This design comes from an exercise in tuning for small area and a short achievable clock period on the open sky130 flow, not from production work. No functional check of the RTL was part of any run shown here. Power and IR drop assume default switching activity.

`design/flow/config.mk`:
```
export PLATFORM = sky130hd
export DESIGN_NAME = axis_Gauss_1x5
export DESIGN_NICKNAME = axis_Gauss_1x5
export VERILOG_FILES = /design/flow/design.v
export SDC_FILE = /design/flow/constraint.sdc
export NUM_CORES = 4
export LEC_CHECK = 0
export CAP_MARGIN = 20
export CORE_MARGIN = 2
export CORE_UTILIZATION = 40
export SETUP_SLACK_MARGIN = 3
export SLEW_MARGIN = 20
export SYNTH_HIERARCHICAL = 1
export SYNTH_MINIMUM_KEEP_SIZE = 0
```
`design/flow/constraint.sdc`:
```
create_clock -name core_clock -period 8.0 [get_ports {s_axis_aclk}]
set_input_delay 1.6000 -clock core_clock [delete_from_list [all_inputs] [get_ports {s_axis_aclk}]]
set_output_delay 1.6000 -clock core_clock [all_outputs]
set_load 0.01 [all_outputs]
```
`design/flow/design.v`:
```
`timescale 1ns/1ns
module axis_Gauss_1x5 (
  input  logic       s_axis_aclk,
  input  logic       s_axis_arstn,
  input  logic [7:0] s_axis_tdata,
  input  logic       s_axis_tvalid,
  input  logic       s_axis_tlast,
  output logic [7:0] m_axis_tdata,
  output logic       m_axis_tvalid,
  output logic       m_axis_tlast
);
logic [7:0]  d1, d2, d3;
logic        v1, v2, l1, l2;
logic [13:0] cnt;
logic [9:0] b;
logic [13:0] gg;
always_ff @(posedge s_axis_aclk) begin
  d1 <= s_axis_tdata;
  d2 <= d1;
  d3 <= d2;
  v1 <= s_axis_tvalid;
  v2 <= v1;
  l1 <= s_axis_tlast;
  l2 <= l1;
  b <= bnext;
  gg <= gnext;
end
always_ff @(posedge s_axis_aclk) begin
  if (!s_axis_arstn || s_axis_tlast)
    cnt <= '0;
  else if (s_axis_tvalid)
    cnt <= cnt + 14'd1;
end
wire edge_pt = (cnt[13:1] == 13'd1);
wire [7:0] x0 = s_axis_tdata;
wire h1_s, h1_c;
gha h1 (.a(d1[0]), .b(d2[1]), .s(h1_s), .co(h1_c));
wire f2_s, f2_c;
gfa f2 (.a(d1[1]), .b(d2[2]), .c(h1_c), .s(f2_s), .co(f2_c));
wire f3_s, f3_c;
gfa f3 (.a(d1[2]), .b(d2[3]), .c(f2_c), .s(f3_s), .co(f3_c));
wire f4_s, f4_c;
gfa f4 (.a(d1[3]), .b(d2[4]), .c(x0[4]), .s(f4_s), .co(f4_c));
wire f5_s, f5_c;
gfa f5 (.a(d1[4]), .b(d2[5]), .c(x0[5]), .s(f5_s), .co(f5_c));
wire f6_s, f6_c;
gfa f6 (.a(d1[5]), .b(d2[6]), .c(x0[6]), .s(f6_s), .co(f6_c));
wire f7_s, f7_c;
gfa f7 (.a(d1[6]), .b(d2[7]), .c(x0[7]), .s(f7_s), .co(f7_c));
wire h8_s, h8_c;
gha h8 (.a(d2[0]), .b(x0[0]), .s(h8_s), .co(h8_c));
wire h9_s, h9_c;
gha h9 (.a(h1_s), .b(x0[1]), .s(h9_s), .co(h9_c));
wire h10_s, h10_c;
gha h10 (.a(f2_s), .b(x0[2]), .s(h10_s), .co(h10_c));
wire h11_s, h11_c;
gha h11 (.a(x0[3]), .b(f3_s), .s(h11_s), .co(h11_c));
wire h12_s, h12_c;
gha h12 (.a(f3_c), .b(f4_s), .s(h12_s), .co(h12_c));
wire h13_s, h13_c;
gha h13 (.a(f4_c), .b(f5_s), .s(h13_s), .co(h13_c));
wire h14_s, h14_c;
gha h14 (.a(f5_c), .b(f6_s), .s(h14_s), .co(h14_c));
wire h15_s, h15_c;
gha h15 (.a(f6_c), .b(f7_s), .s(h15_s), .co(h15_c));
wire h16_s, h16_c;
gha h16 (.a(d1[7]), .b(f7_c), .s(h16_s), .co(h16_c));
wire q17_x;
g_ao21 q17 (.a(h9_c), .b(h9_s), .c(h8_c), .x(q17_x));
wire q18_x;
g_and2 q18 (.a(h9_s), .b(h8_s), .x(q18_x));
wire q19_x;
g_ao21 q19 (.a(h11_c), .b(h11_s), .c(h10_c), .x(q19_x));
wire q20_x;
g_and2 q20 (.a(h11_s), .b(h10_s), .x(q20_x));
wire q21_x;
g_ao21 q21 (.a(h13_c), .b(h13_s), .c(h12_c), .x(q21_x));
wire q22_x;
g_and2 q22 (.a(h13_s), .b(h12_s), .x(q22_x));
wire q23_x;
g_ao21 q23 (.a(h15_c), .b(h15_s), .c(h14_c), .x(q23_x));
wire q24_x;
g_and2 q24 (.a(h15_s), .b(h14_s), .x(q24_x));
wire q25_x;
g_ao21 q25 (.a(h10_c), .b(h10_s), .c(q17_x), .x(q25_x));
wire q26_x;
g_and2 q26 (.a(h10_s), .b(q18_x), .x(q26_x));
wire q27_x;
g_ao21 q27 (.a(q19_x), .b(q20_x), .c(q17_x), .x(q27_x));
wire q28_x;
g_and2 q28 (.a(q20_x), .b(q18_x), .x(q28_x));
wire q29_x;
g_ao21 q29 (.a(h14_c), .b(h14_s), .c(q21_x), .x(q29_x));
wire q30_x;
g_and2 q30 (.a(h14_s), .b(q22_x), .x(q30_x));
wire q31_x;
g_ao21 q31 (.a(q23_x), .b(q24_x), .c(q21_x), .x(q31_x));
wire q32_x;
g_and2 q32 (.a(q24_x), .b(q22_x), .x(q32_x));
wire q33_x;
g_ao21 q33 (.a(h12_c), .b(h12_s), .c(q27_x), .x(q33_x));
wire q34_x;
g_and2 q34 (.a(h12_s), .b(q28_x), .x(q34_x));
wire q35_x;
g_ao21 q35 (.a(q21_x), .b(q22_x), .c(q27_x), .x(q35_x));
wire q36_x;
g_and2 q36 (.a(q22_x), .b(q28_x), .x(q36_x));
wire q37_x;
g_ao21 q37 (.a(q29_x), .b(q30_x), .c(q27_x), .x(q37_x));
wire q38_x;
g_and2 q38 (.a(q30_x), .b(q28_x), .x(q38_x));
wire q39_x;
g_ao21 q39 (.a(q31_x), .b(q32_x), .c(q27_x), .x(q39_x));
wire q40_x;
g_and2 q40 (.a(q32_x), .b(q28_x), .x(q40_x));
wire q41_x;
g_ao21 q41 (.a(h16_c), .b(h16_s), .c(q39_x), .x(q41_x));
wire q42_x;
g_and2 q42 (.a(h16_s), .b(q40_x), .x(q42_x));
wire q43_x;
g_xor2 q43 (.a(h9_s), .b(h8_c), .x(q43_x));
wire q44_x;
g_xor2 q44 (.a(h10_s), .b(q17_x), .x(q44_x));
wire q45_x;
g_xor2 q45 (.a(h11_s), .b(q25_x), .x(q45_x));
wire q46_x;
g_xor2 q46 (.a(h12_s), .b(q27_x), .x(q46_x));
wire q47_x;
g_xor2 q47 (.a(h13_s), .b(q33_x), .x(q47_x));
wire q48_x;
g_xor2 q48 (.a(h14_s), .b(q35_x), .x(q48_x));
wire q49_x;
g_xor2 q49 (.a(h15_s), .b(q37_x), .x(q49_x));
wire q50_x;
g_xor2 q50 (.a(h16_s), .b(q39_x), .x(q50_x));
wire q51_x;
g_xor2 q51 (.a(1'b0), .b(q41_x), .x(q51_x));
wire [9:0] bnext = {q51_x, q50_x, q49_x, q48_x, q47_x, q46_x, q45_x, q44_x, q43_x, h8_s};
wire i52 = ~d1[1];
wire f53_s, f53_c;
gfa f53 (.a(d3[2]), .b(d3[0]), .c(i52), .s(f53_s), .co(f53_c));
wire f54_s, f54_c;
gfa f54 (.a(d3[3]), .b(d1[2]), .c(d1[1]), .s(f54_s), .co(f54_c));
wire i55 = ~d3[2];
wire f56_s, f56_c;
gfa f56 (.a(d3[1]), .b(i55), .c(f53_c), .s(f56_s), .co(f56_c));
wire f57_s, f57_c;
gfa f57 (.a(d3[4]), .b(d1[3]), .c(d1[2]), .s(f57_s), .co(f57_c));
wire f58_s, f58_c;
gfa f58 (.a(i55), .b(f54_c), .c(f57_s), .s(f58_s), .co(f58_c));
wire f59_s, f59_c;
gfa f59 (.a(d3[5]), .b(d3[0]), .c(d1[4]), .s(f59_s), .co(f59_c));
wire i60 = ~d3[3];
wire f61_s, f61_c;
gfa f61 (.a(i60), .b(d1[3]), .c(f57_c), .s(f61_s), .co(f61_c));
wire h62_s, h62_c;
gha h62 (.a(f59_s), .b(f58_c), .s(h62_s), .co(h62_c));
wire f63_s, f63_c;
gfa f63 (.a(d3[6]), .b(d3[1]), .c(d1[5]), .s(f63_s), .co(f63_c));
wire i64 = ~d3[4];
wire f65_s, f65_c;
gfa f65 (.a(i64), .b(d1[4]), .c(f59_c), .s(f65_s), .co(f65_c));
wire f66_s, f66_c;
gfa f66 (.a(f63_s), .b(f61_c), .c(f65_s), .s(f66_s), .co(f66_c));
wire f67_s, f67_c;
gfa f67 (.a(d3[7]), .b(d3[2]), .c(d1[6]), .s(f67_s), .co(f67_c));
wire i68 = ~d3[5];
wire f69_s, f69_c;
gfa f69 (.a(i68), .b(d1[5]), .c(f63_c), .s(f69_s), .co(f69_c));
wire f70_s, f70_c;
gfa f70 (.a(f67_s), .b(f65_c), .c(f69_s), .s(f70_s), .co(f70_c));
wire f71_s, f71_c;
gfa f71 (.a(d3[3]), .b(d1[7]), .c(d1[6]), .s(f71_s), .co(f71_c));
wire i72 = ~d3[6];
wire f73_s, f73_c;
gfa f73 (.a(i72), .b(f67_c), .c(f71_s), .s(f73_s), .co(f73_c));
wire h74_s, h74_c;
gha h74 (.a(f69_c), .b(f73_s), .s(h74_s), .co(h74_c));
wire i75 = ~d3[7];
wire f76_s, f76_c;
gfa f76 (.a(i75), .b(d3[4]), .c(d1[7]), .s(f76_s), .co(f76_c));
wire f77_s, f77_c;
gfa f77 (.a(f71_c), .b(f76_s), .c(f73_c), .s(f77_s), .co(f77_c));
wire h78_s, h78_c;
gha h78 (.a(f76_c), .b(f77_c), .s(h78_s), .co(h78_c));
wire h79_s, h79_c;
gha h79 (.a(d3[5]), .b(h78_c), .s(h79_s), .co(h79_c));
wire h80_s, h80_c;
gha h80 (.a(d3[6]), .b(h79_c), .s(h80_s), .co(h80_c));
wire i81 = ~f53_s;
wire i82 = ~f56_s;
wire i83 = ~f56_c;
wire h84_s, h84_c;
gha h84 (.a(d3[1]), .b(d1[0]), .s(h84_s), .co(h84_c));
wire h85_s, h85_c;
gha h85 (.a(d1[0]), .b(i81), .s(h85_s), .co(h85_c));
wire h86_s, h86_c;
gha h86 (.a(f54_s), .b(i82), .s(h86_s), .co(h86_c));
wire h87_s, h87_c;
gha h87 (.a(i83), .b(f58_s), .s(h87_s), .co(h87_c));
wire h88_s, h88_c;
gha h88 (.a(f61_s), .b(h62_s), .s(h88_s), .co(h88_c));
wire h89_s, h89_c;
gha h89 (.a(h62_c), .b(f66_s), .s(h89_s), .co(h89_c));
wire h90_s, h90_c;
gha h90 (.a(f66_c), .b(f70_s), .s(h90_s), .co(h90_c));
wire h91_s, h91_c;
gha h91 (.a(f70_c), .b(h74_s), .s(h91_s), .co(h91_c));
wire h92_s, h92_c;
gha h92 (.a(h74_c), .b(f77_s), .s(h92_s), .co(h92_c));
wire h93_s, h93_c;
gha h93 (.a(i68), .b(h78_s), .s(h93_s), .co(h93_c));
wire h94_s, h94_c;
gha h94 (.a(i72), .b(h79_s), .s(h94_s), .co(h94_c));
wire h95_s, h95_c;
gha h95 (.a(i75), .b(h80_s), .s(h95_s), .co(h95_c));
wire h96_s, h96_c;
gha h96 (.a(i75), .b(h80_c), .s(h96_s), .co(h96_c));
wire q97_x;
g_ao21 q97 (.a(h86_c), .b(h86_s), .c(h85_c), .x(q97_x));
wire q98_x;
g_and2 q98 (.a(h86_s), .b(h85_s), .x(q98_x));
wire q99_x;
g_ao21 q99 (.a(h88_c), .b(h88_s), .c(h87_c), .x(q99_x));
wire q100_x;
g_and2 q100 (.a(h88_s), .b(h87_s), .x(q100_x));
wire q101_x;
g_ao21 q101 (.a(h90_c), .b(h90_s), .c(h89_c), .x(q101_x));
wire q102_x;
g_and2 q102 (.a(h90_s), .b(h89_s), .x(q102_x));
wire q103_x;
g_ao21 q103 (.a(h92_c), .b(h92_s), .c(h91_c), .x(q103_x));
wire q104_x;
g_and2 q104 (.a(h92_s), .b(h91_s), .x(q104_x));
wire q105_x;
g_ao21 q105 (.a(h94_c), .b(h94_s), .c(h93_c), .x(q105_x));
wire q106_x;
g_and2 q106 (.a(h94_s), .b(h93_s), .x(q106_x));
wire q107_x;
g_ao21 q107 (.a(h96_c), .b(h96_s), .c(h95_c), .x(q107_x));
wire q108_x;
g_and2 q108 (.a(h96_s), .b(h95_s), .x(q108_x));
wire q109_x;
g_ao21 q109 (.a(h85_c), .b(h85_s), .c(h84_c), .x(q109_x));
wire q110_x;
g_and2 q110 (.a(h85_s), .b(h84_s), .x(q110_x));
wire q111_x;
g_ao21 q111 (.a(q97_x), .b(q98_x), .c(h84_c), .x(q111_x));
wire q112_x;
g_and2 q112 (.a(q98_x), .b(h84_s), .x(q112_x));
wire q113_x;
g_ao21 q113 (.a(h89_c), .b(h89_s), .c(q99_x), .x(q113_x));
wire q114_x;
g_and2 q114 (.a(h89_s), .b(q100_x), .x(q114_x));
wire q115_x;
g_ao21 q115 (.a(q101_x), .b(q102_x), .c(q99_x), .x(q115_x));
wire q116_x;
g_and2 q116 (.a(q102_x), .b(q100_x), .x(q116_x));
wire q117_x;
g_ao21 q117 (.a(h93_c), .b(h93_s), .c(q103_x), .x(q117_x));
wire q118_x;
g_and2 q118 (.a(h93_s), .b(q104_x), .x(q118_x));
wire q119_x;
g_ao21 q119 (.a(q105_x), .b(q106_x), .c(q103_x), .x(q119_x));
wire q120_x;
g_and2 q120 (.a(q106_x), .b(q104_x), .x(q120_x));
wire q121_x;
g_ao21 q121 (.a(h87_c), .b(h87_s), .c(q111_x), .x(q121_x));
wire q122_x;
g_and2 q122 (.a(h87_s), .b(q112_x), .x(q122_x));
wire q123_x;
g_ao21 q123 (.a(q99_x), .b(q100_x), .c(q111_x), .x(q123_x));
wire q124_x;
g_and2 q124 (.a(q100_x), .b(q112_x), .x(q124_x));
wire q125_x;
g_ao21 q125 (.a(q113_x), .b(q114_x), .c(q111_x), .x(q125_x));
wire q126_x;
g_and2 q126 (.a(q114_x), .b(q112_x), .x(q126_x));
wire q127_x;
g_ao21 q127 (.a(q115_x), .b(q116_x), .c(q111_x), .x(q127_x));
wire q128_x;
g_and2 q128 (.a(q116_x), .b(q112_x), .x(q128_x));
wire q129_x;
g_ao21 q129 (.a(h95_c), .b(h95_s), .c(q119_x), .x(q129_x));
wire q130_x;
g_and2 q130 (.a(h95_s), .b(q120_x), .x(q130_x));
wire q131_x;
g_ao21 q131 (.a(q107_x), .b(q108_x), .c(q119_x), .x(q131_x));
wire q132_x;
g_and2 q132 (.a(q108_x), .b(q120_x), .x(q132_x));
wire q133_x;
g_ao21 q133 (.a(h91_c), .b(h91_s), .c(q127_x), .x(q133_x));
wire q134_x;
g_and2 q134 (.a(h91_s), .b(q128_x), .x(q134_x));
wire q135_x;
g_ao21 q135 (.a(q103_x), .b(q104_x), .c(q127_x), .x(q135_x));
wire q136_x;
g_and2 q136 (.a(q104_x), .b(q128_x), .x(q136_x));
wire q137_x;
g_ao21 q137 (.a(q117_x), .b(q118_x), .c(q127_x), .x(q137_x));
wire q138_x;
g_and2 q138 (.a(q118_x), .b(q128_x), .x(q138_x));
wire q139_x;
g_ao21 q139 (.a(q119_x), .b(q120_x), .c(q127_x), .x(q139_x));
wire q140_x;
g_and2 q140 (.a(q120_x), .b(q128_x), .x(q140_x));
wire q141_x;
g_ao21 q141 (.a(q129_x), .b(q130_x), .c(q127_x), .x(q141_x));
wire q142_x;
g_and2 q142 (.a(q130_x), .b(q128_x), .x(q142_x));
wire q143_x;
g_ao21 q143 (.a(q131_x), .b(q132_x), .c(q127_x), .x(q143_x));
wire q144_x;
g_and2 q144 (.a(q132_x), .b(q128_x), .x(q144_x));
wire q145_x;
g_xor2 q145 (.a(h85_s), .b(h84_c), .x(q145_x));
wire q146_x;
g_xor2 q146 (.a(h86_s), .b(q109_x), .x(q146_x));
wire q147_x;
g_xor2 q147 (.a(h87_s), .b(q111_x), .x(q147_x));
wire q148_x;
g_xor2 q148 (.a(h88_s), .b(q121_x), .x(q148_x));
wire q149_x;
g_xor2 q149 (.a(h89_s), .b(q123_x), .x(q149_x));
wire q150_x;
g_xor2 q150 (.a(h90_s), .b(q125_x), .x(q150_x));
wire q151_x;
g_xor2 q151 (.a(h91_s), .b(q127_x), .x(q151_x));
wire q152_x;
g_xor2 q152 (.a(h92_s), .b(q133_x), .x(q152_x));
wire q153_x;
g_xor2 q153 (.a(h93_s), .b(q135_x), .x(q153_x));
wire q154_x;
g_xor2 q154 (.a(h94_s), .b(q137_x), .x(q154_x));
wire q155_x;
g_xor2 q155 (.a(h95_s), .b(q139_x), .x(q155_x));
wire q156_x;
g_xor2 q156 (.a(h96_s), .b(q141_x), .x(q156_x));
wire [13:0] gnext = {q156_x, q155_x, q154_x, q153_x, q152_x, q151_x, q150_x, q149_x, q148_x, q147_x, q146_x, q145_x, h84_s, d3[0]};
wire q157_x;
g_and2 q157 (.a(gg[0]), .b(x0[0]), .x(q157_x));
wire q158_x;
g_maj3 q158 (.a(gg[1]), .b(x0[1]), .c(q157_x), .x(q158_x));
wire i159 = ~x0[2];
wire f160_s, f160_c;
gfa f160 (.a(gg[2]), .b(i159), .c(x0[0]), .s(f160_s), .co(f160_c));
wire k161 = q158_x & ~f160_s;
wire f162_s, f162_c;
gfa f162 (.a(gg[3]), .b(gg[2]), .c(x0[3]), .s(f162_s), .co(f162_c));
wire i163 = ~f162_s;
wire f164_s, f164_c;
gfa f164 (.a(x0[1]), .b(f160_c), .c(i163), .s(f164_s), .co(f164_c));
wire f165_s, f165_c;
gfa f165 (.a(b[0]), .b(gg[4]), .c(x0[4]), .s(f165_s), .co(f165_c));
wire f166_s, f166_c;
gfa f166 (.a(i159), .b(f162_c), .c(f165_s), .s(f166_s), .co(f166_c));
wire i167 = ~gg[5];
wire f168_s, f168_c;
gfa f168 (.a(b[1]), .b(i167), .c(b[0]), .s(f168_s), .co(f168_c));
wire i169 = ~x0[5];
wire f170_s, f170_c;
gfa f170 (.a(f168_s), .b(i169), .c(x0[3]), .s(f170_s), .co(f170_c));
wire i171 = ~f170_s;
wire f172_s, f172_c;
gfa f172 (.a(x0[0]), .b(f165_c), .c(i171), .s(f172_s), .co(f172_c));
wire i173 = ~gg[6];
wire f174_s, f174_c;
gfa f174 (.a(b[2]), .b(i173), .c(f168_c), .s(f174_s), .co(f174_c));
wire i175 = ~x0[4];
wire f176_s, f176_c;
gfa f176 (.a(x0[6]), .b(i175), .c(x0[1]), .s(f176_s), .co(f176_c));
wire i177 = ~f176_s;
wire f178_s, f178_c;
gfa f178 (.a(f174_s), .b(f170_c), .c(i177), .s(f178_s), .co(f178_c));
wire i179 = ~gg[7];
wire f180_s, f180_c;
gfa f180 (.a(b[3]), .b(i179), .c(f174_c), .s(f180_s), .co(f180_c));
wire f181_s, f181_c;
gfa f181 (.a(x0[7]), .b(i169), .c(x0[2]), .s(f181_s), .co(f181_c));
wire i182 = ~f180_s;
wire f183_s, f183_c;
gfa f183 (.a(i182), .b(f176_c), .c(f181_s), .s(f183_s), .co(f183_c));
wire i184 = ~b[4];
wire f185_s, f185_c;
gfa f185 (.a(i184), .b(b[0]), .c(gg[8]), .s(f185_s), .co(f185_c));
wire i186 = ~x0[6];
wire f187_s, f187_c;
gfa f187 (.a(f185_s), .b(i186), .c(x0[3]), .s(f187_s), .co(f187_c));
wire i188 = ~f180_c;
wire f189_s, f189_c;
gfa f189 (.a(i188), .b(f181_c), .c(f187_s), .s(f189_s), .co(f189_c));
wire i190 = ~b[5];
wire f191_s, f191_c;
gfa f191 (.a(i190), .b(b[1]), .c(gg[9]), .s(f191_s), .co(f191_c));
wire i192 = ~x0[7];
wire f193_s, f193_c;
gfa f193 (.a(f185_c), .b(f191_s), .c(i192), .s(f193_s), .co(f193_c));
wire f194_s, f194_c;
gfa f194 (.a(x0[4]), .b(f187_c), .c(f193_s), .s(f194_s), .co(f194_c));
wire f195_s, f195_c;
gfa f195 (.a(b[6]), .b(b[2]), .c(gg[10]), .s(f195_s), .co(f195_c));
wire f196_s, f196_c;
gfa f196 (.a(f191_c), .b(f195_s), .c(x0[5]), .s(f196_s), .co(f196_c));
wire h197_s, h197_c;
gha h197 (.a(f193_c), .b(f196_s), .s(h197_s), .co(h197_c));
wire f198_s, f198_c;
gfa f198 (.a(b[7]), .b(b[3]), .c(gg[11]), .s(f198_s), .co(f198_c));
wire i199 = ~b[6];
wire f200_s, f200_c;
gfa f200 (.a(i199), .b(f195_c), .c(f198_s), .s(f200_s), .co(f200_c));
wire f201_s, f201_c;
gfa f201 (.a(x0[6]), .b(f200_s), .c(f196_c), .s(f201_s), .co(f201_c));
wire f202_s, f202_c;
gfa f202 (.a(b[8]), .b(b[4]), .c(gg[12]), .s(f202_s), .co(f202_c));
wire i203 = ~b[7];
wire f204_s, f204_c;
gfa f204 (.a(i203), .b(f198_c), .c(f202_s), .s(f204_s), .co(f204_c));
wire f205_s, f205_c;
gfa f205 (.a(f200_c), .b(x0[7]), .c(f204_s), .s(f205_s), .co(f205_c));
wire f206_s, f206_c;
gfa f206 (.a(b[9]), .b(b[5]), .c(gg[13]), .s(f206_s), .co(f206_c));
wire i207 = ~b[8];
wire f208_s, f208_c;
gfa f208 (.a(i207), .b(f202_c), .c(f206_s), .s(f208_s), .co(f208_c));
wire h209_s, h209_c;
gha h209 (.a(f204_c), .b(f208_s), .s(h209_s), .co(h209_c));
wire i210 = ~b[9];
wire f211_s, f211_c;
gfa f211 (.a(b[6]), .b(i210), .c(f206_c), .s(f211_s), .co(f211_c));
wire h212_s, h212_c;
gha h212 (.a(f208_c), .b(f211_s), .s(h212_s), .co(h212_c));
wire h213_s, h213_c;
gha h213 (.a(f211_c), .b(h212_c), .s(h213_s), .co(h213_c));
wire h214_s, h214_c;
gha h214 (.a(b[7]), .b(h213_c), .s(h214_s), .co(h214_c));
wire h215_s, h215_c;
gha h215 (.a(b[8]), .b(h214_c), .s(h215_s), .co(h215_c));
wire i216 = ~f164_s;
wire i217 = ~f164_c;
wire i218 = ~f178_s;
wire i219 = ~f178_c;
wire h220_s, h220_c;
gha h220 (.a(k161), .b(i216), .s(h220_s), .co(h220_c));
wire h221_s, h221_c;
gha h221 (.a(i217), .b(f166_s), .s(h221_s), .co(h221_c));
wire h222_s, h222_c;
gha h222 (.a(f166_c), .b(f172_s), .s(h222_s), .co(h222_c));
wire h223_s, h223_c;
gha h223 (.a(f172_c), .b(i218), .s(h223_s), .co(h223_c));
wire h224_s, h224_c;
gha h224 (.a(i219), .b(f183_s), .s(h224_s), .co(h224_c));
wire h225_s, h225_c;
gha h225 (.a(f183_c), .b(f189_s), .s(h225_s), .co(h225_c));
wire h226_s, h226_c;
gha h226 (.a(f189_c), .b(f194_s), .s(h226_s), .co(h226_c));
wire q227_x;
g_ao21 q227 (.a(h222_c), .b(h222_s), .c(h221_c), .x(q227_x));
wire q228_x;
g_and2 q228 (.a(h222_s), .b(h221_s), .x(q228_x));
wire q229_x;
g_ao21 q229 (.a(h224_c), .b(h224_s), .c(h223_c), .x(q229_x));
wire q230_x;
g_and2 q230 (.a(h224_s), .b(h223_s), .x(q230_x));
wire q231_x;
g_ao21 q231 (.a(h226_c), .b(h226_s), .c(h225_c), .x(q231_x));
wire q232_x;
g_and2 q232 (.a(h226_s), .b(h225_s), .x(q232_x));
wire q233_x;
g_ao21 q233 (.a(h223_c), .b(h223_s), .c(q227_x), .x(q233_x));
wire q234_x;
g_and2 q234 (.a(h223_s), .b(q228_x), .x(q234_x));
wire q235_x;
g_ao21 q235 (.a(q229_x), .b(q230_x), .c(q227_x), .x(q235_x));
wire q236_x;
g_and2 q236 (.a(q230_x), .b(q228_x), .x(q236_x));
wire q237_x;
g_ao21 q237 (.a(h221_c), .b(h221_s), .c(h220_c), .x(q237_x));
wire q238_x;
g_and2 q238 (.a(h221_s), .b(h220_s), .x(q238_x));
wire q239_x;
g_ao21 q239 (.a(q227_x), .b(q228_x), .c(h220_c), .x(q239_x));
wire q240_x;
g_and2 q240 (.a(q228_x), .b(h220_s), .x(q240_x));
wire q241_x;
g_ao21 q241 (.a(q233_x), .b(q234_x), .c(h220_c), .x(q241_x));
wire q242_x;
g_and2 q242 (.a(q234_x), .b(h220_s), .x(q242_x));
wire q243_x;
g_ao21 q243 (.a(q235_x), .b(q236_x), .c(h220_c), .x(q243_x));
wire q244_x;
g_and2 q244 (.a(q236_x), .b(h220_s), .x(q244_x));
wire q245_x;
g_ao21 q245 (.a(h225_c), .b(h225_s), .c(q243_x), .x(q245_x));
wire q246_x;
g_and2 q246 (.a(h225_s), .b(q244_x), .x(q246_x));
wire q247_x;
g_ao21 q247 (.a(q231_x), .b(q232_x), .c(q243_x), .x(q247_x));
wire q248_x;
g_and2 q248 (.a(q232_x), .b(q244_x), .x(q248_x));
wire [7:0] ua = {i210, i207, i203, h209_c, h209_s, f205_s, h197_c, h197_s};
wire [7:0] ub = {h215_s, h214_s, h213_s, h212_s, f205_c, f201_c, f201_s, f194_c};
wire uc = q247_x;
logic [7:0] oa, ob;
logic oc;
logic       ept;
always_ff @(posedge s_axis_aclk) begin
  oa <= ua;
  ob <= ub;
  oc <= uc;
  ept <= edge_pt;
  m_axis_tvalid <= v2;
  m_axis_tlast  <= l2 & ~edge_pt;
end
wire [7:0] fsum = {(oa[7] ^ ob[7]) ^ ((oa[6] & ob[6]) | (oa[6] ^ ob[6]) & (oa[5] & ob[5]) | (oa[6] ^ ob[6]) & (oa[5] ^ ob[5]) & (oa[4] & ob[4]) | (oa[6] ^ ob[6]) & (oa[5] ^ ob[5]) & (oa[4] ^ ob[4]) & (oa[3] & ob[3]) | (oa[6] ^ ob[6]) & (oa[5] ^ ob[5]) & (oa[4] ^ ob[4]) & (oa[3] ^ ob[3]) & (oa[2] & ob[2]) | (oa[6] ^ ob[6]) & (oa[5] ^ ob[5]) & (oa[4] ^ ob[4]) & (oa[3] ^ ob[3]) & (oa[2] ^ ob[2]) & (oa[1] & ob[1]) | (oa[6] ^ ob[6]) & (oa[5] ^ ob[5]) & (oa[4] ^ ob[4]) & (oa[3] ^ ob[3]) & (oa[2] ^ ob[2]) & (oa[1] ^ ob[1]) & (oa[0] & ob[0]) | (oa[6] ^ ob[6]) & (oa[5] ^ ob[5]) & (oa[4] ^ ob[4]) & (oa[3] ^ ob[3]) & (oa[2] ^ ob[2]) & (oa[1] ^ ob[1]) & (oa[0] ^ ob[0]) & oc), (oa[6] ^ ob[6]) ^ ((oa[5] & ob[5]) | (oa[5] ^ ob[5]) & (oa[4] & ob[4]) | (oa[5] ^ ob[5]) & (oa[4] ^ ob[4]) & (oa[3] & ob[3]) | (oa[5] ^ ob[5]) & (oa[4] ^ ob[4]) & (oa[3] ^ ob[3]) & (oa[2] & ob[2]) | (oa[5] ^ ob[5]) & (oa[4] ^ ob[4]) & (oa[3] ^ ob[3]) & (oa[2] ^ ob[2]) & (oa[1] & ob[1]) | (oa[5] ^ ob[5]) & (oa[4] ^ ob[4]) & (oa[3] ^ ob[3]) & (oa[2] ^ ob[2]) & (oa[1] ^ ob[1]) & (oa[0] & ob[0]) | (oa[5] ^ ob[5]) & (oa[4] ^ ob[4]) & (oa[3] ^ ob[3]) & (oa[2] ^ ob[2]) & (oa[1] ^ ob[1]) & (oa[0] ^ ob[0]) & oc), (oa[5] ^ ob[5]) ^ ((oa[4] & ob[4]) | (oa[4] ^ ob[4]) & (oa[3] & ob[3]) | (oa[4] ^ ob[4]) & (oa[3] ^ ob[3]) & (oa[2] & ob[2]) | (oa[4] ^ ob[4]) & (oa[3] ^ ob[3]) & (oa[2] ^ ob[2]) & (oa[1] & ob[1]) | (oa[4] ^ ob[4]) & (oa[3] ^ ob[3]) & (oa[2] ^ ob[2]) & (oa[1] ^ ob[1]) & (oa[0] & ob[0]) | (oa[4] ^ ob[4]) & (oa[3] ^ ob[3]) & (oa[2] ^ ob[2]) & (oa[1] ^ ob[1]) & (oa[0] ^ ob[0]) & oc), (oa[4] ^ ob[4]) ^ ((oa[3] & ob[3]) | (oa[3] ^ ob[3]) & (oa[2] & ob[2]) | (oa[3] ^ ob[3]) & (oa[2] ^ ob[2]) & (oa[1] & ob[1]) | (oa[3] ^ ob[3]) & (oa[2] ^ ob[2]) & (oa[1] ^ ob[1]) & (oa[0] & ob[0]) | (oa[3] ^ ob[3]) & (oa[2] ^ ob[2]) & (oa[1] ^ ob[1]) & (oa[0] ^ ob[0]) & oc), (oa[3] ^ ob[3]) ^ ((oa[2] & ob[2]) | (oa[2] ^ ob[2]) & (oa[1] & ob[1]) | (oa[2] ^ ob[2]) & (oa[1] ^ ob[1]) & (oa[0] & ob[0]) | (oa[2] ^ ob[2]) & (oa[1] ^ ob[1]) & (oa[0] ^ ob[0]) & oc), (oa[2] ^ ob[2]) ^ ((oa[1] & ob[1]) | (oa[1] ^ ob[1]) & (oa[0] & ob[0]) | (oa[1] ^ ob[1]) & (oa[0] ^ ob[0]) & oc), (oa[1] ^ ob[1]) ^ ((oa[0] & ob[0]) | (oa[0] ^ ob[0]) & oc), (oa[0] ^ ob[0]) ^ oc};
assign m_axis_tdata = ept ? d3 : fsum;
endmodule
module g_maj3 (
  input  logic a,
  input  logic b,
  input  logic c,
  output logic x
);
assign x = (a & b) | (a & c) | (b & c);
endmodule
module g_or2 (
  input  logic a,
  input  logic b,
  output logic x
);
assign x = a | b;
endmodule
module g_and2 (
  input  logic a,
  input  logic b,
  output logic x
);
assign x = a & b;
endmodule
module g_xor2 (
  input  logic a,
  input  logic b,
  output logic x
);
assign x = a ^ b;
endmodule
module g_ao21 (
  input  logic a,
  input  logic b,
  input  logic c,
  output logic x
);
assign x = a | (b & c);
endmodule
module gha (
  input  logic a,
  input  logic b,
  output logic s,
  output logic co
);
assign s  = a ^ b;
assign co = a & b;
endmodule
module gfa (
  input  logic a,
  input  logic b,
  input  logic c,
  output logic s,
  output logic co
);
assign s  = a ^ b ^ c;
assign co = (a & b) | (a & c) | (b & c);
endmodule
```
`design/flow/flow/run.sh`:
```
#!/bin/bash
# Layout flow: the standard flow, with plain buffers on the ports and a clock
# tree of small buffers without dummy loads.
export BUFFER_PORTS_ARGS="-buffer_cell sky130_fd_sc_hd__buf_2"
export CTS_ARGS="-sink_clustering_enable -repair_clock_nets -dont_use_dummy_load -buf_list \"sky130_fd_sc_hd__clkbuf_4 sky130_fd_sc_hd__clkbuf_8\""
bash standard.sh > standard.log 2>&1
```
`design/flow/standard.sh`:
```
#!/bin/bash
# synth_recipe.tcl (not shown) runs the flow's synth.tcl, then flattens the netlist and writes it again
# the make line also repeats each setting of config.mk as NAME=value (left out here)
make -C /OpenROAD-flow-scripts/flow DESIGN_CONFIG=/design/flow/config.mk WORK_HOME=/design/flow/orfs CLKGATE_MAP_FILE= SYNTH_SCRIPT=/design/flow/synth_recipe.tcl "${@:-finish}"
```
==> results.toml, run 1 <==
[synth]
yosysMostFrequentCell = "dfxtp_1"
ys_seq_elements = 86
async_flop_share_pct = 0
synth_enable_flop_cells = 0
synth_area_leaders = "dfxtp_1 35%, fa_1 23%, ha_1 13%, a21o_1 6.3%, xor2_1 5.2%"
ys_types = 43
synth_flop_cell = "dfxtp_1"
syn_nets = 534
yosysTopAreaCellShare_pct = 35.3
netlist_top_cells_count = "86 x dfxtp_1, 55 x fa_1, 49 x ha_1"
seq_area_frac_synth_pct = 35.3
ys_warn_count = 7
syn-cell-area_um2 = 4870
avgSynthCellArea_um2 = 11.7
yosys.area.top_type = "dfxtp_1"
syn_inst = 418

[sta]
finalHoldViolCount = 0
max_slew_margin_pct = 63.8
tns_ps = 0
fin_crit_sh_pct = 48.6
slew_viol_final = 0
grt_setup_unrepaired = "false"
finClkSkew_ps = 23.0
fin_ws_ps = 4110
setup_viol = 0
fmax_mhz = 257
worstMarginPinSlew_ps = 543
final.min_clock_period_ps = 3890

[clocking]
root_buffer = "clkbuf_8"
cts.sinks = 86
post_cts_buffers = 0
cts_made_buffers = 9
cts_hold_buffers = 0
htree_levels = 3
clock_path_buffers = 2
cts_tree = "done"
clkTransAtPathRegs_ps = 80
cts_resized = 0
clock_latency_ps = 360

[setup_path]
cp_data_required_time_ps = 6400
cp_top_family = "simple AND/OR/NAND/NOR gates"
crit_type = "flip-flop to primary output"
reg2reg_depth = 11
arrival_ps = 2290
crit_path_cell_trace = "ha_1 -> a211oi_4 -> nor3_2 -> or4_1 -> a31oi_1 -> buf_2"
max_stage_delay_ps = 470
cp-start-kind = "flip-flop"
r2r-start = "d1[6]$_DFF_P_"
crit_buf_inv = 1
ff2ff_setup_slack_ps = 4570
crit_path_max_fanout = 4
cpMaxStageDelayCell = "or4_1"
end_kind = "primary output"
reg2reg_to = "gg[13]$_DFF_P_"

[route]
drt_pass1_iterations = 4
wl_per_cell_um = 15.2
viasPerCell = 4.93
drc = 0
wirelength_mm = 9.00
detail-route-antenna-nets = 0
vias = 2918
dr.first_iter.drc_count = 123

[layout]
layout-drive-gt1-share_pct = 8.09
area_growth_pct = 8.22
regArea_um2 = 1720
multiInputGateArea_um2 = 2990
final_nets = 563
nFillCells = 1084
antenna_cells = 0

[hold_path]
whs_path_depth = 0
hold_end = "m_axis_tvalid$_DFF_P_"
hold_start = "v2$_DFF_P_"
hold_class = "flip-flop to flip-flop"

[status]
status = "finished clean"

[grt]
grt_overflow = 0
grt_antenna_before_repair = 0
grt_pass1_vias = 3098
grt_pass1_wl_mm = 15.2
grt_max_degree = 15
grt.total_usage_pct = 15.4

[floorplanning]
rows = 40
core_area_um2 = 12000
initial_core_util_pct = 40.7
die-area_um2 = 13100
die_y_um = 114
io_pins = 22
die_x_um = 114

[power]
power.leakage_nw = 2.55
cellPowerDensity_nw_per_um2 = 387
max-vdd-ir-drop_mv = 0.117

[run]
maxCapViolations = 0

[placement]
port_buffers = 21
place_ws_ps = 4100
hpwl_mm = 7.32
gp_congestion = 0.823
-- stage by stage --
stage	utilization, %	power [mW]	hold slack [ps]	instance area [um2]	cells
6_report	44.1	2.04	336	5270	592
5_1_grt	44.1	2.27	342	5270	592
4_1_cts	44.1	2.07	338	5270	592
3_5_place_dp	43.0	1.82	313	5150	583
3_3_place_gp	43.0	1.78	312	5150	583
2_1_floorplan	-	1.49	310	4870	418
-- per-module statistics from Yosys, one instance, submodules excluded --
module	cell area (um2)	times used	flops+latches	cells
g_ao21	7.51	40	0	1
axis_Gauss_1x5	2660	1	86	241
g_and2	6.26	20	0	1
gha	12.5	41	0	1
g_xor2	8.76	21	0	1
gfa	20.0	54	0	1
g_maj3	11.3	1	0	1
-- worst register-to-register path, cell delays in order, from the launching register on --
cell and delay [ps]:
dfxtp_1 490, fa_1 490, fa_1 390, fa_1 370, ha_1 180, ha_1 270
ha_1 320, and2_1 180, a21o_1 190, a21o_1 150, a21o_1 160, xor2_1 150
-- registers in the layout, indices dropped and copies added, names as in the netlist, 8 cells and up --
name,cells
cnt,14
d2,8
b,10
d3,8
d1,8
oa,8
ob,8
gg,14
-- cell families (layout without fill, tap and decap cells) --
kind of cell	after synthesis	in the layout	share of synthesized area [%]
adders and majority gates	105	105	35.4
buffers and inverters	42	69	3.26
and+or+nand+nor	82	82	9.37
xor gates and xnor gates	36	36	6.47
AOI/OAI and AO/OA	65	65	9.86
other	1	1	0.0770
DFF	86	86	35.3
muxes	1	1	0.205
-- power breakdown --
part	internal (mW)	switching (mW)	total, mW
sequential	0.547	0.0745	0.622
clock	0.101	0.137	0.237
combinational	0.569	0.614	1.18
total	1.22	0.825	2.04
-- per-layer routing --
layer / track usage [%] / wire length [um] / up-vias
met5: 0 / 0 / -
met4: 7.24 / 231 / 0
met3: 3.81 / 346 / 13
met2: 23.9 / 4160 / 48
met1: 20.4 / 4260 / 1408
li1: - / - / 1449
-- cell usage in the layout (no fill, tap or decap), types with 2 or more instances in the layout --
cell	instances
nor2_1	16
xnor2_1	7
inv_1	39
nand3_1	6
nor3b_1	2
buf_2	21
xor2_1	29
a21o_1	41
o31ai_1	2
ha_1	49
nand2_1	11
and2_1	21
clkbuf_8	9
nand4_1	6
nor2b_1	2
a21oi_1	4
and4_1	2
dfxtp_1	86
o21ai_0	7
or4_1	3
fa_1	55
and3_1	2
nor4_1	5
-- final cells by class --
class / count / share of cell area [%]
repair buffers: 21 / 1.99
well taps: 147 / 3.49
flip-flops and latches: 86 / 32.7
inverters: 39 / 2.78
multi-input cells: 290 / 56.7
clock buffers: 9 / 2.35
-- how the worst max path moves through the flow --
stage	cells past startpoint	end	slack (ps)	start
after floorplan	10	oc$_DFF_P_	4390	s_axis_tdata[4]
after global placement	11	oc$_DFF_P_	4150	s_axis_tdata[4]
after detailed placement	11	oc$_DFF_P_	4100	s_axis_tdata[4]
after CTS	6	m_axis_tdata[7]	4080	oa[0]$_DFF_P_
after global routing	6	m_axis_tdata[7]	3980	oa[4]$_DFF_P_
final	6	m_axis_tdata[7]	4110	oa[0]$_DFF_P_
==> inputs of run 2 (changes only) <==
--- a/design/flow/config.mk
+++ b/design/flow/config.mk
@@ -8,7 +8,7 @@
 export CAP_MARGIN = 20
 export CORE_MARGIN = 2
 export CORE_UTILIZATION = 40
-export SETUP_SLACK_MARGIN = 3
+export SETUP_SLACK_MARGIN = 4.3
 export SLEW_MARGIN = 20
 export SYNTH_HIERARCHICAL = 1
 export SYNTH_MINIMUM_KEEP_SIZE = 0
==> results.toml, run 2 <==
[clocking]
clkTransAtPathRegs_ps = 80
cts_tree = "done"
clock_latency_ps = 360
cts.sinks = 86
cts_made_buffers = 9
root_buffer = "clkbuf_8"
cts_hold_buffers = 0
clock_path_buffers = 2
htree_levels = 3

[synth]
netlist_top_cells_count = "86 x dfxtp_1, 55 x fa_1, 49 x ha_1"
synth-xor-area-share_pct = 6.47
ys_seq_elements = 86
synth_enable_flop_cells = 0
seq_area_frac_synth_pct = 35.3
syn_inst = 418
yosysMostFrequentCell = "dfxtp_1"
ys_warn_count = 7
syn-cell-area_um2 = 4870
synth_area_leaders = "dfxtp_1 35%, fa_1 23%, ha_1 13%, a21o_1 6.3%, xor2_1 5.2%"
synth_top_family_by_area = "adder cells"
syn_nets = 534
ys_types = 43
synth_flop_cell = "dfxtp_1"
synthAdderAreaFrac_pct = 35.4
yosysTopAreaCellShare_pct = 35.3
yosys.area.top_type = "dfxtp_1"
avgSynthCellArea_um2 = 11.7
synth_mux_area_share_pct = 0.205
synth-simple-area-share_pct = 9.37
async_flop_share_pct = 0
synth_compound_area_share_pct = 9.86

[sta]
final.min_clock_period_ps = 3660
fin_crit_sh_pct = 45.8
fmax_mhz = 273
tns_ps = 0
setup_viol = 0
finClkSkew_ps = 22.8
max_slew_margin_pct = 63.8
grt_setup_unrepaired = "true"
slew_viol_final = 0
worstMarginPinSlew_ps = 543
finalHoldViolCount = 0

[setup_path]
arrival_ps = 2060
crit_path_max_fanout = 6
end_kind = "primary output"
cp_data_required_time_ps = 6400
crit_type = "flip-flop to primary output"
cp-start-kind = "flip-flop"

[floorplanning]
io_pins = 22
rows = 40
die_x_um = 114
die_y_um = 114
core_area_um2 = 12000
die-area_um2 = 13100
initial_core_util_pct = 40.7

[power]
cellPowerDensity_nw_per_um2 = 405
max-vdd-ir-drop_mv = 0.125
power.leakage_nw = 2.58

[grt]
grt_max_degree = 15
grt.total_usage_pct = 15.6
grt_overflow = 0
grt_pass1_wl_mm = 15.4
grt_pass1_vias = 3154
grt_antenna_before_repair = 0

[layout]
nFillCells = 1069
reg_top3 = "cnt: 14 flops, gg: 14 flops, b: 10 flops"
final_common_cell = "dfxtp_1"
final_nets = 567
instances_no_fill = 596
layout-drive-gt1-share_pct = 13.4
area_growth_pct = 11.8
mostFrequentLayoutCells = "82 x dfxtp_1, 55 x fa_1, 43 x ha_1"
antenna_cells = 0

[route]
viasPerCell = 4.97
vias = 2962
wirelength_mm = 9.36
drc = 0
wl_per_cell_um = 15.7
detail-route-antenna-nets = 0
drt_pass1_iterations = 4
dr.first_iter.drc_count = 123

[placement]
hpwl_mm = 7.32
port_buffers = 21
placed_cells = 583
gp_congestion = 0.823

[status]
status = "finished clean"

[hold_path]
hold_class = "flip-flop to flip-flop"

[run]
maxCapViolations = 0
## run 2: cell types whose count changed in the layout (fill, tap and decap cells not counted), sizes merged
cell,delta
buf,+4
## run 2: worst max-delay path: stages (launching register included)
cell     delay (ps)
dfxtp_2         340
ha_4            270
a21oi_4         140
a21oi_2          90
or4_4           530
a31oi_4         210
buf_6           120
## run 2: cell type report
| class | instances | area (um2) | share of cell area [%] |
|---|---|---|---|
| timing repair buffer | 25 | 148 | 2.71 |
| tap | 147 | 184 | 3.38 |
| clock buffer | 9 | 124 | 2.27 |
| sequential | 86 | 1730 | 31.7 |
| inverter | 39 | 146 | 2.69 |
| multi-input combinational | 290 | 3120 | 57.3 |
## run 2: worst paths after layout
path	startpoint	endpoint	slack (ps)	cells after the start
worst max-delay path	ob[4]$_DFF_P_	m_axis_tdata[7]	4340	6
worst min-delay path	v2$_DFF_P_	m_axis_tvalid$_DFF_P_	340	0
worst min register to register	v2$_DFF_P_	m_axis_tvalid$_DFF_P_	340	0
worst max register to register	d1[6]$_DFF_P_	gg[13]$_DFF_P_	4560	11
## run 2: logic make-up after synthesis
family                     Yosys count
buffers and inverters               42
AOI/OAI and AO/OA                   65
adders and majority gates          105
muxes                                1
DFF                                 86
xor gates and xnor gates            36
other                                1
and+or+nand+nor                     82
## run 2: per-stage QoR
stage | hold slack [ps] | instance area, um2 | setup WS, ps | util, % | power, mW
3_5_place_dp | 313 | 5150 | 4100 | 43.0 | 1.82
4_1_cts | 338 | 5360 | 4290 | 44.8 | 2.14
3_3_place_gp | 312 | 5150 | 4150 | 43.0 | 1.78
5_1_grt | 342 | 5450 | 4260 | 45.6 | 2.43
6_report | 336 | 5450 | 4340 | 45.6 | 2.21
2_1_floorplan | 310 | 4870 | 4390 | - | 1.49
## run 2: per-module statistics from Yosys (local to each module, per instance)
| module | times used | flops+latches |
|---|---|---|
| axis_Gauss_1x5 | 1 | 86 |
| g_and2 | 20 | 0 |
| g_ao21 | 40 | 0 |
| g_maj3 | 1 | 0 |
| g_xor2 | 21 | 0 |
| gfa | 54 | 0 |
| gha | 41 | 0 |
## run 2: what timing repair did
item,4_1_cts,5_1_grt
buffers inserted,3,1
setup endpoints to repair,2,4
pin swaps,6,6
gates resized for setup,11,14
## run 2: power breakdown
part,leakage (nW),switching [mW],total (mW),internal [mW]
logic,1.80,0.660,1.33,0.670
registers,0.720,0.0886,0.639,0.550
clock network,0.0647,0.138,0.238,0.101
total,2.58,0.886,2.21,1.32
## run 2: layer usage
metal	share of wire [%]	GRT usage (%)
met3	3.9	3.81
met1	47	20.5
met4	2.6	7.24
met5	0	0
met2	47	24.4

port drivers added, routing unchanged:
The results above use ideal ports. As a check the final layouts listed here were re-extracted and re-timed, cells and wires unchanged. Step 1 assumes that a clkbuf_16 drives the clock port and a buf_2 every other input. Step 2 times the ports against the registers' clock, not the clock port: input delays grow and output delays shrink by t, the midpoint of the rising clock arrivals with the driver on. Slacks: ideal ports / drivers / drivers and shift; pairs: ideal ports / drivers.
| run | t (ns) | setup WS [ns] | worst register clock-pin slew, ns | pins driven straight from the clock port |
|---|---|---|---|---|
| run 1 | 0.378 | 4.108 / 4.078 / 4.089 | 0.08 / 0.08 | 1 |
| run 2 | 0.381 | 4.337 / 4.307 / 4.077 | 0.08 / 0.08 | 1 |
After both steps every run listed still meets setup and hold. For run 2, which loses most, drivers alone change the setup slack by -0.030 ns; drivers and shift together by -0.260 ns.
